From an optimization exercise on the open Yosys and OpenROAD flow, aimed at small area, a short achievable clock period and few clock cycles per item; shortcuts taken in it are not production practice. The RTL was checked by simulation tests, not by an equivalence proof against the original design.

<file path="config.mk">
export PLATFORM = sky130hd
export DESIGN_NAME = sha256d_miner
export DESIGN_NICKNAME = sha256d_miner
export VERILOG_FILES = /design/flow/design.v
export SDC_FILE = /design/flow/constraint.sdc
export NUM_CORES = 4
export LEC_CHECK = 0
export ABC_AREA = 1
export CAP_MARGIN = 40
export CORE_MARGIN = 2
export CORE_UTILIZATION = 42
export SETUP_SLACK_MARGIN = 5
export SLEW_MARGIN = 40
</file>
<file path="constraint.sdc">
create_clock -name core_clock -period 12.0 [get_ports {clk}]
set_input_delay 2.4000 -clock core_clock [delete_from_list [all_inputs] [get_ports {clk}]]
set_output_delay 2.4000 -clock core_clock [all_outputs]
set_load 0.01 [all_outputs]
</file>
<file path="design.v">
module sha256d_miner (
	input             clk,
	input             rst,
	input             run,
	input             wr_blk,
	input             wr_tgt,
	input             wr_nonce,
	input      [31:0] wdata,
	output reg        found,
	output reg [31:0] found_nonce
);
localparam [31:0] IV0 = 32'h6a09e667, IV1 = 32'hbb67ae85, IV2 = 32'h3c6ef372, IV3 = 32'ha54ff53a,
                  IV4 = 32'h510e527f, IV5 = 32'h9b05688c, IV6 = 32'h1f83d9ab, IV7 = 32'h5be0cd19;
localparam [31:0] CA = 32'hb97e58b5, CE = 32'h9cbf5a55;
wire [31:0] wd = {wdata[7:0], wdata[15:8], wdata[23:16], wdata[31:24]};
reg [255:0] mid;           
reg [31:0]  mrk, tim, bts;
always @(posedge clk)
	if (wr_blk) begin
		mid <= {mid[223:0], mrk};
		mrk <= tim;
		tim <= bts;
		bts <= wd;
	end
reg [263:0] q;
reg [2:0]   tcnt;
reg [31:0]  ivt;
always @(*)
	case (tcnt)
	3'd0: ivt = IV7; 3'd1: ivt = IV6; 3'd2: ivt = IV5; 3'd3: ivt = IV4;
	3'd4: ivt = IV3; 3'd5: ivt = IV2; 3'd6: ivt = IV1; default: ivt = IV0;
	endcase
reg [31:0]  wt;
reg         wt_v, run_r;
wire [32:0] tsub = {1'b0, wt} - {1'b0, ivt};
always @(posedge clk) begin
	wt <= wd;
	wt_v <= wr_tgt & ~rst;
	run_r <= run & ~rst;
	if (rst)
		tcnt <= 3'd0;
	else if (wt_v)
		tcnt <= tcnt + 3'd1;
	if (wt_v | run_r)
		q <= {q[230:0], run_r ? q[263:231] : tsub};
end
reg [5:0]  cyc;
reg [1:0]  vcnt;
reg [31:0] nonce;
reg [31:0] k1, k2;         
reg [5:0]  ka1, ka2;       
wire [5:0] cn = run_r ? cyc + 6'd1 : 6'd47;
reg st1h, st1w;    
reg st1, i_mrk, i_tim, i_bts, i_non, i_80, i_280, ins1_en;
reg ins2_en, i2_80, i2_100, h2_63, h2_0, cmp_first, cmp_last, n_inc;
reg [31:0] corr;    
wire [2:0] cj_n = cn[2:0] - 3'd6;
integer j;
always @(posedge clk) begin
	cyc <= cn;
	st1 <= cn == 6'd63;
	st1h <= i_280 & run_r;
	st1w <= i_280;
	i_mrk <= cn == 6'd47;
	i_tim <= cn == 6'd48;
	i_bts <= cn == 6'd49;
	i_non <= cn == 6'd50;
	i_80 <= cn == 6'd51;
	i_280 <= cn == 6'd62;
	ins1_en <= (cn >= 6'd47) && (cn <= 6'd62);
	ins2_en <= cn <= 6'd7;
	i2_80 <= cn == 6'd0;
	i2_100 <= cn == 6'd7;
	h2_63 <= cn == 6'd8;
	h2_0 <= cn == 6'd9;
	cmp_first <= cn == 6'd6;
	cmp_last <= cn == 6'd9;
	n_inc <= cn == 6'd50;
	corr <= 32'h0;
	for (j = 0; j < 8; j = j + 1)
		if (cn >= 6'd6 && cn <= 6'd13 && cj_n == j)
			corr <= mid[32*j +: 32];
	ka1 <= cn + 6'd2;
	ka2 <= cn - 6'd7;
	k1 <= kfun(ka1);
	k2 <= kfun(ka2);
	if (~run_r)
		vcnt <= 2'd0;
	else if (cmp_last && vcnt != 2'd2)
		vcnt <= vcnt + 2'd1;
	if (wr_nonce)
		nonce <= wd;
	else if (run_r && n_inc)
		nonce <= nonce + 32'd3;
end
wire [31:0] ins1c = ({32{i_mrk}} & mrk) | ({32{i_tim}} & tim) | ({32{i_bts}} & bts) |
                    {i_80, 21'h0, i_280, 1'b0, i_280, 7'h0};
wire [31:0] ins2 = {i2_80, 22'h0, i2_100, 8'h0};
reg [31:0] ivh, ivl;
always @(*)
	case (cyc[1:0])
	2'd2: begin ivh = IV7; ivl = IV3; end    
	2'd3: begin ivh = IV6; ivl = IV2; end    
	2'd0: begin ivh = IV5; ivl = IV1; end    
	default: begin ivh = IV4; ivl = IV0; end  
	endcase
wire [32:0] th = q[230:198];
wire [32:0] tl = q[98:66];
wire [2:0] wins;
wire [31:0] a1_0, b1_0, c1_0, e1_0, f1_0, g1_0, an1_0, en1_0;
sha_core #(.ENG(1)) u1_0 (
	.clk(clk),
	.k(k1),
	.hsrc_ovr(st1h), .hsrc_v(mid[255:224]), .dsrc_v(mid[127:96]),
	.ld(st1), .ld_a(mid[31:0]), .ld_b(mid[63:32]), .ld_c(mid[95:64]),
	.ld_e(mid[159:128]), .ld_f(mid[191:160]), .ld_g(mid[223:192]),
	.ld_hkw(1'b0),
	.ins_en(ins1_en), .ins_v(ins1c | ({32{i_non}} & nonce)),
	.wl(1'b0), .wl_v(256'h0), .corr(32'h0),
	.a(a1_0), .b(b1_0), .c(c1_0), .e(e1_0), .f(f1_0), .g(g1_0), .an(an1_0), .en(en1_0)
);
wire [31:0] a2_0, b2_0, c2_0, e2_0, f2_0, g2_0, an2_0, en2_0;
sha_core #(.ENG(2)) u2_0 (
	.clk(clk),
	.k(k2),
	.hsrc_ovr(h2_63 | h2_0), .hsrc_v(h2_63 ? CA : IV6), .dsrc_v(h2_63 ? CE : IV2),
	.ld(h2_0), .ld_a(32'h0), .ld_b(IV0), .ld_c(IV1), .ld_e(32'h0), .ld_f(IV4), .ld_g(IV5),
	.ld_hkw(1'b1),
	.ins_en(ins2_en), .ins_v(ins2),
	.wl(st1w), .wl_v({g1_0, f1_0, e1_0, en1_0, c1_0, b1_0, a1_0, an1_0}), .corr(corr),
	.a(a2_0), .b(b2_0), .c(c2_0), .e(e2_0), .f(f2_0), .g(g2_0), .an(an2_0), .en(en2_0)
);
cmp_unit cu_0 (.clk(clk), .first(cmp_first), .xe(e2_0), .xa(a2_0), .ivh(ivh), .ivl(ivl),
	.th(th[31:0]), .bh(th[32]), .tl(tl[31:0]), .bl(tl[32]), .win(wins[0]));
wire [31:0] a1_1, b1_1, c1_1, e1_1, f1_1, g1_1, an1_1, en1_1;
sha_core #(.ENG(1)) u1_1 (
	.clk(clk),
	.k(k1),
	.hsrc_ovr(st1h), .hsrc_v(mid[255:224]), .dsrc_v(mid[127:96]),
	.ld(st1), .ld_a(mid[31:0]), .ld_b(mid[63:32]), .ld_c(mid[95:64]),
	.ld_e(mid[159:128]), .ld_f(mid[191:160]), .ld_g(mid[223:192]),
	.ld_hkw(1'b0),
	.ins_en(ins1_en), .ins_v(ins1c | ({32{i_non}} & (nonce + 32'd1))),
	.wl(1'b0), .wl_v(256'h0), .corr(32'h0),
	.a(a1_1), .b(b1_1), .c(c1_1), .e(e1_1), .f(f1_1), .g(g1_1), .an(an1_1), .en(en1_1)
);
wire [31:0] a2_1, b2_1, c2_1, e2_1, f2_1, g2_1, an2_1, en2_1;
sha_core #(.ENG(2)) u2_1 (
	.clk(clk),
	.k(k2),
	.hsrc_ovr(h2_63 | h2_0), .hsrc_v(h2_63 ? CA : IV6), .dsrc_v(h2_63 ? CE : IV2),
	.ld(h2_0), .ld_a(32'h0), .ld_b(IV0), .ld_c(IV1), .ld_e(32'h0), .ld_f(IV4), .ld_g(IV5),
	.ld_hkw(1'b1),
	.ins_en(ins2_en), .ins_v(ins2),
	.wl(st1w), .wl_v({g1_1, f1_1, e1_1, en1_1, c1_1, b1_1, a1_1, an1_1}), .corr(corr),
	.a(a2_1), .b(b2_1), .c(c2_1), .e(e2_1), .f(f2_1), .g(g2_1), .an(an2_1), .en(en2_1)
);
cmp_unit cu_1 (.clk(clk), .first(cmp_first), .xe(e2_1), .xa(a2_1), .ivh(ivh), .ivl(ivl),
	.th(th[31:0]), .bh(th[32]), .tl(tl[31:0]), .bl(tl[32]), .win(wins[1]));
wire [31:0] a1_2, b1_2, c1_2, e1_2, f1_2, g1_2, an1_2, en1_2;
sha_core #(.ENG(1)) u1_2 (
	.clk(clk),
	.k(k1),
	.hsrc_ovr(st1h), .hsrc_v(mid[255:224]), .dsrc_v(mid[127:96]),
	.ld(st1), .ld_a(mid[31:0]), .ld_b(mid[63:32]), .ld_c(mid[95:64]),
	.ld_e(mid[159:128]), .ld_f(mid[191:160]), .ld_g(mid[223:192]),
	.ld_hkw(1'b0),
	.ins_en(ins1_en), .ins_v(ins1c | ({32{i_non}} & (nonce + 32'd2))),
	.wl(1'b0), .wl_v(256'h0), .corr(32'h0),
	.a(a1_2), .b(b1_2), .c(c1_2), .e(e1_2), .f(f1_2), .g(g1_2), .an(an1_2), .en(en1_2)
);
wire [31:0] a2_2, b2_2, c2_2, e2_2, f2_2, g2_2, an2_2, en2_2;
sha_core #(.ENG(2)) u2_2 (
	.clk(clk),
	.k(k2),
	.hsrc_ovr(h2_63 | h2_0), .hsrc_v(h2_63 ? CA : IV6), .dsrc_v(h2_63 ? CE : IV2),
	.ld(h2_0), .ld_a(32'h0), .ld_b(IV0), .ld_c(IV1), .ld_e(32'h0), .ld_f(IV4), .ld_g(IV5),
	.ld_hkw(1'b1),
	.ins_en(ins2_en), .ins_v(ins2),
	.wl(st1w), .wl_v({g1_2, f1_2, e1_2, en1_2, c1_2, b1_2, a1_2, an1_2}), .corr(corr),
	.a(a2_2), .b(b2_2), .c(c2_2), .e(e2_2), .f(f2_2), .g(g2_2), .an(an2_2), .en(en2_2)
);
cmp_unit cu_2 (.clk(clk), .first(cmp_first), .xe(e2_2), .xa(a2_2), .ivh(ivh), .ivl(ivl),
	.th(th[31:0]), .bh(th[32]), .tl(tl[31:0]), .bl(tl[32]), .win(wins[2]));
reg [1:0] pend;
always @(posedge clk) begin
	pend <= cmp_last ? (wins[2:1] & {2{vcnt == 2'd2}}) : (pend >> 1);
	found <= run & ~rst & (cmp_last ? ((vcnt == 2'd2) & wins[0]) : pend[0]);
	found_nonce <= nonce + {26'h0, cyc} - 32'd18;
end
function [31:0] add_bk(input [31:0] x, input [31:0] y);
	reg [31:0] G, P;
	integer l, i;
	begin
		G = x & y;
		P = x ^ y;
		for (l = 0; l < 5; l = l + 1)
			for (i = (2 << l) - 1; i < 32; i = i + (2 << l)) begin
				G[i] = G[i] | (P[i] & G[i - (1 << l)]);
				P[i] = P[i] & P[i - (1 << l)];
			end
		for (l = 3; l >= 0; l = l - 1)
			for (i = (3 << l) - 1; i < 32; i = i + (2 << l)) begin
				G[i] = G[i] | (P[i] & G[i - (1 << l)]);
				P[i] = P[i] & P[i - (1 << l)];
			end
		add_bk = (x ^ y) ^ {G[30:0], 1'b0};
	end
endfunction
function lt_tree(input [31:0] x, input [31:0] t);
	reg [31:0] G, P;
	integer l, i;
	begin
		G = t & ~x;
		P = t | ~x;
		for (l = 0; l < 5; l = l + 1)
			for (i = (2 << l) - 1; i < 32; i = i + (2 << l)) begin
				G[i] = G[i] | (P[i] & G[i - (1 << l)]);
				P[i] = P[i] & P[i - (1 << l)];
			end
		lt_tree = G[31];
	end
endfunction
function cy_tree(input [31:0] x, input [31:0] c);
	reg [31:0] G, P;
	integer l, i;
	begin
		G = x & c;
		P = x | c;
		for (l = 0; l < 5; l = l + 1)
			for (i = (2 << l) - 1; i < 32; i = i + (2 << l)) begin
				G[i] = G[i] | (P[i] & G[i - (1 << l)]);
				P[i] = P[i] & P[i - (1 << l)];
			end
		cy_tree = G[31];
	end
endfunction
function [31:0] kfun(input [5:0] i);
	case (i)
	6'd0: kfun = 32'h428a2f98; 6'd1: kfun = 32'h71374491; 6'd2: kfun = 32'hb5c0fbcf; 6'd3: kfun = 32'he9b5dba5;
	6'd4: kfun = 32'h3956c25b; 6'd5: kfun = 32'h59f111f1; 6'd6: kfun = 32'h923f82a4; 6'd7: kfun = 32'hab1c5ed5;
	6'd8: kfun = 32'hd807aa98; 6'd9: kfun = 32'h12835b01; 6'd10: kfun = 32'h243185be; 6'd11: kfun = 32'h550c7dc3;
	6'd12: kfun = 32'h72be5d74; 6'd13: kfun = 32'h80deb1fe; 6'd14: kfun = 32'h9bdc06a7; 6'd15: kfun = 32'hc19bf174;
	6'd16: kfun = 32'he49b69c1; 6'd17: kfun = 32'hefbe4786; 6'd18: kfun = 32'h0fc19dc6; 6'd19: kfun = 32'h240ca1cc;
	6'd20: kfun = 32'h2de92c6f; 6'd21: kfun = 32'h4a7484aa; 6'd22: kfun = 32'h5cb0a9dc; 6'd23: kfun = 32'h76f988da;
	6'd24: kfun = 32'h983e5152; 6'd25: kfun = 32'ha831c66d; 6'd26: kfun = 32'hb00327c8; 6'd27: kfun = 32'hbf597fc7;
	6'd28: kfun = 32'hc6e00bf3; 6'd29: kfun = 32'hd5a79147; 6'd30: kfun = 32'h06ca6351; 6'd31: kfun = 32'h14292967;
	6'd32: kfun = 32'h27b70a85; 6'd33: kfun = 32'h2e1b2138; 6'd34: kfun = 32'h4d2c6dfc; 6'd35: kfun = 32'h53380d13;
	6'd36: kfun = 32'h650a7354; 6'd37: kfun = 32'h766a0abb; 6'd38: kfun = 32'h81c2c92e; 6'd39: kfun = 32'h92722c85;
	6'd40: kfun = 32'ha2bfe8a1; 6'd41: kfun = 32'ha81a664b; 6'd42: kfun = 32'hc24b8b70; 6'd43: kfun = 32'hc76c51a3;
	6'd44: kfun = 32'hd192e819; 6'd45: kfun = 32'hd6990624; 6'd46: kfun = 32'hf40e3585; 6'd47: kfun = 32'h106aa070;
	6'd48: kfun = 32'h19a4c116; 6'd49: kfun = 32'h1e376c08; 6'd50: kfun = 32'h2748774c; 6'd51: kfun = 32'h34b0bcb5;
	6'd52: kfun = 32'h391c0cb3; 6'd53: kfun = 32'h4ed8aa4a; 6'd54: kfun = 32'h5b9cca4f; 6'd55: kfun = 32'h682e6ff3;
	6'd56: kfun = 32'h748f82ee; 6'd57: kfun = 32'h78a5636f; 6'd58: kfun = 32'h84c87814; 6'd59: kfun = 32'h8cc70208;
	6'd60: kfun = 32'h90befffa; 6'd61: kfun = 32'ha4506ceb; 6'd62: kfun = 32'hbef9a3f7; default: kfun = 32'hc67178f2;
	endcase
endfunction
endmodule
module cmp_unit (
	input         clk,
	input         first,
	input  [31:0] xe, xa, ivh, ivl, th, tl,
	input         bh, bl,
	output        win
);
wire ovh = cy_tree(xe, ivh), ovl = cy_tree(xa, ivl);
wire lt_h = (ovh == bh) ? lt_tree(xe, th) : ovh, eq_h = xe == th;
wire lt_l = (ovl == bl) ? lt_tree(xa, tl) : ovl, eq_l = xa == tl;
reg  acc_lth, acc_eqh, acc_ltl, acc_eql;
wire nlt_h = first ? lt_h : (acc_lth | (acc_eqh & lt_h));
wire neq_h = (first | acc_eqh) & eq_h;
wire nlt_l = first ? lt_l : (acc_ltl | (acc_eql & lt_l));
wire neq_l = (first | acc_eql) & eq_l;
assign win = nlt_h | (neq_h & (nlt_l | neq_l));
always @(posedge clk) begin
	acc_lth <= nlt_h;
	acc_eqh <= neq_h;
	acc_ltl <= nlt_l;
	acc_eql <= neq_l;
end
function [31:0] add_bk(input [31:0] x, input [31:0] y);
	reg [31:0] G, P;
	integer l, i;
	begin
		G = x & y;
		P = x ^ y;
		for (l = 0; l < 5; l = l + 1)
			for (i = (2 << l) - 1; i < 32; i = i + (2 << l)) begin
				G[i] = G[i] | (P[i] & G[i - (1 << l)]);
				P[i] = P[i] & P[i - (1 << l)];
			end
		for (l = 3; l >= 0; l = l - 1)
			for (i = (3 << l) - 1; i < 32; i = i + (2 << l)) begin
				G[i] = G[i] | (P[i] & G[i - (1 << l)]);
				P[i] = P[i] & P[i - (1 << l)];
			end
		add_bk = (x ^ y) ^ {G[30:0], 1'b0};
	end
endfunction
function lt_tree(input [31:0] x, input [31:0] t);
	reg [31:0] G, P;
	integer l, i;
	begin
		G = t & ~x;
		P = t | ~x;
		for (l = 0; l < 5; l = l + 1)
			for (i = (2 << l) - 1; i < 32; i = i + (2 << l)) begin
				G[i] = G[i] | (P[i] & G[i - (1 << l)]);
				P[i] = P[i] & P[i - (1 << l)];
			end
		lt_tree = G[31];
	end
endfunction
function cy_tree(input [31:0] x, input [31:0] c);
	reg [31:0] G, P;
	integer l, i;
	begin
		G = x & c;
		P = x | c;
		for (l = 0; l < 5; l = l + 1)
			for (i = (2 << l) - 1; i < 32; i = i + (2 << l)) begin
				G[i] = G[i] | (P[i] & G[i - (1 << l)]);
				P[i] = P[i] & P[i - (1 << l)];
			end
		cy_tree = G[31];
	end
endfunction
endmodule
module sha_core #(parameter ENG = 1) (
	input             clk,
	input      [31:0] k,          
	input             hsrc_ovr,   
	input      [31:0] hsrc_v,
	input      [31:0] dsrc_v,
	input             ld,         
	input      [31:0] ld_a, ld_b, ld_c, ld_e, ld_f, ld_g,
	input             ld_hkw,     
	input             ins_en,     
	input      [31:0] ins_v,
	input             wl,         
	input     [255:0] wl_v,
	input      [31:0] corr,       
	output reg [31:0] a, b, c, e, f, g,
	output     [31:0] an, en
);
reg [31:0] hkw, dhkw;
reg [511:0] w;    
function [31:0] add_bk(input [31:0] x, input [31:0] y);
	reg [31:0] G, P;
	integer l, i;
	begin
		G = x & y;
		P = x ^ y;
		for (l = 0; l < 5; l = l + 1)
			for (i = (2 << l) - 1; i < 32; i = i + (2 << l)) begin
				G[i] = G[i] | (P[i] & G[i - (1 << l)]);
				P[i] = P[i] & P[i - (1 << l)];
			end
		for (l = 3; l >= 0; l = l - 1)
			for (i = (3 << l) - 1; i < 32; i = i + (2 << l)) begin
				G[i] = G[i] | (P[i] & G[i - (1 << l)]);
				P[i] = P[i] & P[i - (1 << l)];
			end
		add_bk = (x ^ y) ^ {G[30:0], 1'b0};
	end
endfunction
function [31:0] rotr(input [31:0] x, input integer n);
	rotr = (x >> n) | (x << (32 - n));
endfunction
wire [31:0] s1 = rotr(e, 6) ^ rotr(e, 11) ^ rotr(e, 25);
wire [31:0] ch = (e & f) ^ (~e & g);
wire [31:0] s0 = rotr(a, 2) ^ rotr(a, 13) ^ rotr(a, 22);
wire [31:0] mj = (a & b) ^ (a & c) ^ (b & c);
wire [31:0] p1 = hkw ^ s1 ^ ch;
wire [31:0] q1 = ((hkw & s1) | (hkw & ch) | (s1 & ch)) << 1;
assign an = hkw + s1 + ch + s0 + mj;
reg [31:0] d;
always @(posedge clk)
	d <= ld ? dsrc_v : c;
wire [31:0] pe = (ENG == 1) ? (p1 ^ q1 ^ d) : (dhkw ^ s1 ^ ch);
wire [31:0] qe = (ENG == 1) ? (((p1 & q1) | (p1 & d) | (q1 & d)) << 1) :
                              (((dhkw & s1) | (dhkw & ch) | (s1 & ch)) << 1);
assign en = pe + qe;
always @(posedge clk)
	if (ld) begin
		a <= ld_hkw ? hkw : ld_a;
		b <= ld_b;
		c <= ld_c;
		e <= ld_hkw ? dhkw : ld_e;
		f <= ld_f;
		g <= ld_g;
	end else begin
		a <= an;
		b <= a;
		c <= b;
		e <= en;
		f <= e;
		g <= f;
	end
wire [31:0] hs = hsrc_ovr ? hsrc_v : g;
wire [31:0] ds = hsrc_ovr ? dsrc_v : c;
wire [31:0] w0 = w[31:0];
wire [31:0] ph = hs ^ k ^ w0;
wire [31:0] qh = ((hs & k) | (hs & w0) | (k & w0)) << 1;
wire [31:0] pd = ds ^ ph ^ qh;
wire [31:0] qd = ((ds & ph) | (ds & qh) | (ph & qh)) << 1;
always @(posedge clk) begin
	hkw <= ph + qh;
	dhkw <= pd + qd;
end
wire [31:0] w1 = w[63:32], w9 = w[319:288], w14 = w[479:448];
wire [31:0] g0 = rotr(w1, 7) ^ rotr(w1, 18) ^ (w1 >> 3);
wire [31:0] g1 = rotr(w14, 17) ^ rotr(w14, 19) ^ (w14 >> 10);
wire [31:0] m1 = g1 ^ w9 ^ g0;
wire [31:0] n1 = ((g1 & w9) | (g1 & g0) | (w9 & g0)) << 1;
wire [31:0] m2 = m1 ^ n1 ^ w0;
wire [31:0] n2 = ((m1 & n1) | (m1 & w0) | (n1 & w0)) << 1;
wire [31:0] wnew = ins_en ? ins_v : (m2 + n2);
wire [31:0] w2c = (ENG == 2) ? (w[95:64] + corr) : w[95:64];
always @(posedge clk) begin
	w[31:0] <= w[63:32];
	w[63:32] <= w2c;
	w[255:64] <= w[287:96];
	if (wl)
		w[511:256] <= wl_v;
	else
		w[511:256] <= {wnew, w[511:288]};
end
endmodule
</file>
<file path="run.sh">
#!/bin/bash
# synth_recipe.tcl (not shown) runs the flow's synth.tcl, then flattens the netlist and writes it again
# the make line also repeats each setting of config.mk as NAME=value (left out here)
make -C /OpenROAD-flow-scripts/flow DESIGN_CONFIG=/design/flow/config.mk WORK_HOME=/design/flow/orfs CLKGATE_MAP_FILE= SYNTH_SCRIPT=/design/flow/synth_recipe.tcl finish
</file>
==> impl_metrics.toml <==
[cells_and_area]
drive_gt1_frac = 0.0579
final_common_cell = "inv_1"
area_delta_synth_final_pct = 12.0
final_core_util = 0.471
mostFrequentLayoutCells = "5011 x inv_1, 4729 x dfxtp_1, 4526 x nand2_1, 2571 x o21ai_0, 1874 x a21oi_1"
nFillCells = 61600
nets = 32900

[yosys]
synth_top_area_frac = 0.361
synth-simple-area-share = 0.121
synth_top_family_by_area = "adder cells"
synth_cells = 29900
syn-num-nets = 32900
ys_ff_latch = 5471
synth_top_flop_cell = "dfxtp_1"
post_synth_fa_ha_maj_area_fraction = 0.180
seq_area_frac_synth = 0.434
synthTopCellsByArea = "dfxtp_1 36%, fa_1 11%, edfxtp_1 7.3%"
avgSynthCellArea_um2 = 8.95
synth_compound_area_frac = 0.111
synth_warnings = 4
synthDistinctLibCells = 74
synthesis.area_um2 = 268000
synth-async-reset-ratio = 0
synthXorXnorAreaFrac = 0.0692
synth-edff-count = 648
synth_area_leader_cell = "dfxtp_1"
synthMuxAreaShare = 0

[clock_tree]
hold_buffers = 0
htreeDepth = 6
cts_tree = "yes"
cts_setup_buffers = 0
numCtsBuffers = 598
ctsResizeCount = 0
clk_path_buf_depth = 4
root_buffer = "clkbuf_16"
insertion_delay_ps = 1190
cts.clk_slew.worst_paths_ps = 60
clock_sinks = 5471

[global_route]
grt_overflow_total = 0
antenna_found_initial = 163
grt_max_degree = 200
grt_pass1_vias = 203000
grt_pass1_wl_mm = 1750
gr-usage-all-layers = 0.398

[place]
numPortBuffers = 70
dp_hpwl_mm = 1100
place.gp.congestion = 1.10

[sta]
setup_viol = 0
fin_crit_ps = 6160
tightest_slew_ps = 1160
fmax_mhz = 162
final_hold_viol_count = 0
finalClockSkew_ps = 85.2
slew_headroom = 0.227
timing.hold.ws_ps = 259
min_period_over_period = 0.513
maxSlewViolCount = 0
rsz0062_at_grt = "no"
finalSetupTns_ps = 0

[routing]
wl_mm = 1320
drt_first_iter_violations = 28300
via_per_inst = 5.54
ant_nets = 0
wl_per_cell_um = 34.0
vias = 216000
drtPass1Iterations = 8
post-route-drc-count = 0

[floorplanning]
rows = 293
start_util = 0.421
coreArea_um2 = 636000
fp.dieH_um = 802
die_x_um = 802
io_pins = 71
die_area_um2 = 643000

[critical_path]
slowest_delay_ps = 570
critPathMaxFanout = 5
cp-start-kind = "flop"
cp_top_family = "adder cells"
cp.arrival_ps = 7170
cp_num_buf_inv = 4
critPathCaptureType = "flop"
cp_data_required_time_ps = 13010
slowest_stage = "dfxtp_1"
critPathKind = "flop to flop"

[outcome]
status = "finished clean"

[flow_run]
maxCapViolCount = 0

[hold_path]
hold_class = "flop to flop"
==> sequential cells by signal (all words and copies together) (netlist names), 256 cells and up <==
| register | flops |
|---|---|
| u1_0.w | 512 |
| u1_1.w | 512 |
| u1_2.w | 512 |
| u2_0.w | 512 |
| u2_1.w | 512 |
| u2_2.w | 512 |
| q | 264 |
| mid | 256 |
==> cells in the mapped netlist (52+ instances only) <==
cell	instances
nor3_1	258
a21oi_1	1877
o21ai_0	2701
fa_1	1496
nand2_1	4529
a31oi_1	148
clkbuf_1	876
xnor2_1	937
a21o_1	74
xor2_1	1174
ha_1	1451
nor2_1	1498
nor4_1	90
o22ai_1	72
edfxtp_1	648
dfxtp_1	4823
a21boi_0	66
o211ai_1	61
nand3_1	945
buf_1	59
o21bai_1	93
o21a_1	82
or2_2	239
o31ai_1	52
nand4_1	175
inv_1	5043
==> metal layers <==
layer	GRT usage	wire length, um	vias up
li1	-	-	95000
met5	0.00685	1160	-
met4	0.284	117000	114
met3	0.128	150000	2639
met2	0.553	523000	12400
met1	0.519	530000	106000
==> per-stage QoR <==
stage	worst slack (ps)	instance area, um2	cells
3_3_place_gp	5920	277000	37700
4_1_cts	5960	299000	38800
5_1_grt	5570	299000	38800
2_1_floorplan	7410	268000	29900
3_5_place_dp	5960	278000	37700
6_report	5840	300000	38900
==> worst paths after layout <==
check             startpoint         end  slack [ps]  cells past startpoint
setup reg to reg   u1_2.a[3]  u1_2.a[29]        5840                     25
setup / recovery   u1_2.a[3]  u1_2.a[29]        5840                     25
hold reg to reg   u1_2.w[84]  u1_2.w[52]         260                      0
hold / removal    u1_2.w[84]  u1_2.w[52]         260                      0
==> worst register-to-register path: stages (launching register included) <==
cell and delay, ps:
dfxtp_1 570, xnor2_1 190, xor2_1 360, inv_1 210
fa_1 530, fa_1 510, inv_1 50, fa_1 430
inv_1 70, ha_1 200, inv_1 80, fa_1 500
o21ai_0 520, nand3_1 150, nand2_1 170, nand3_1 90
nand2_1 150, nand4_1 100, nand3_1 430, nand3_1 150
nand2_1 150, nand3_1 110, nand2_1 80, nand2_1 60
nand3_1 80, nand2_1 50
==> cell families after synthesis <==
group	count (synthesis)
compound gates	5512
xor+xnor	2112
fa+ha+maj	2953
buf+inv	6028
flops	5471
simple gates	7810
==> cell type report <==
class | instances | area, um2 | area share
diodes | 123 | 308 | 0.00103
clock buffers | 788 | 16700 | 0.0557
clock inverters | 305 | 4260 | 0.0142
inverters | 5063 | 19000 | 0.0635
multi-input cells | 18400 | 129000 | 0.432
flip-flops and latches | 5471 | 116000 | 0.388
well taps | 8407 | 10500 | 0.0351
repair buffers | 362 | 3250 | 0.0109
Testbench counts, summed over its fixed seeds: cycles 41,972, items 1,790.

## port drivers added, routing unchanged
No port has a modelled driver above. Below, the same layout with a new extraction and two added sets of constraints.
Step 1 sets driving cells, clkbuf_16 on the clock port and buf_2 on the other inputs (assumed; they add their load-dependent delay and slew).
Step 2 also shifts input and output timing later by t, the mid clock arrival at the registers, as if the neighbouring blocks saw the same clock.
a / b / c = ideal ports / drivers / drivers and shift; a / b = the first two.
t (ns): 1.279
slack for setup (ns): 5.840 / 5.840 / 5.840
worst register clock-pin slew, ns: 0.07 / 0.07
worst data-port slew with drivers (ns): 0.19
pins driven straight from the clock port: 1
After both steps setup and hold are still met in this run. For this run, drivers alone change the setup slack by 0.000 ns; drivers and shift together by 0.000 ns.
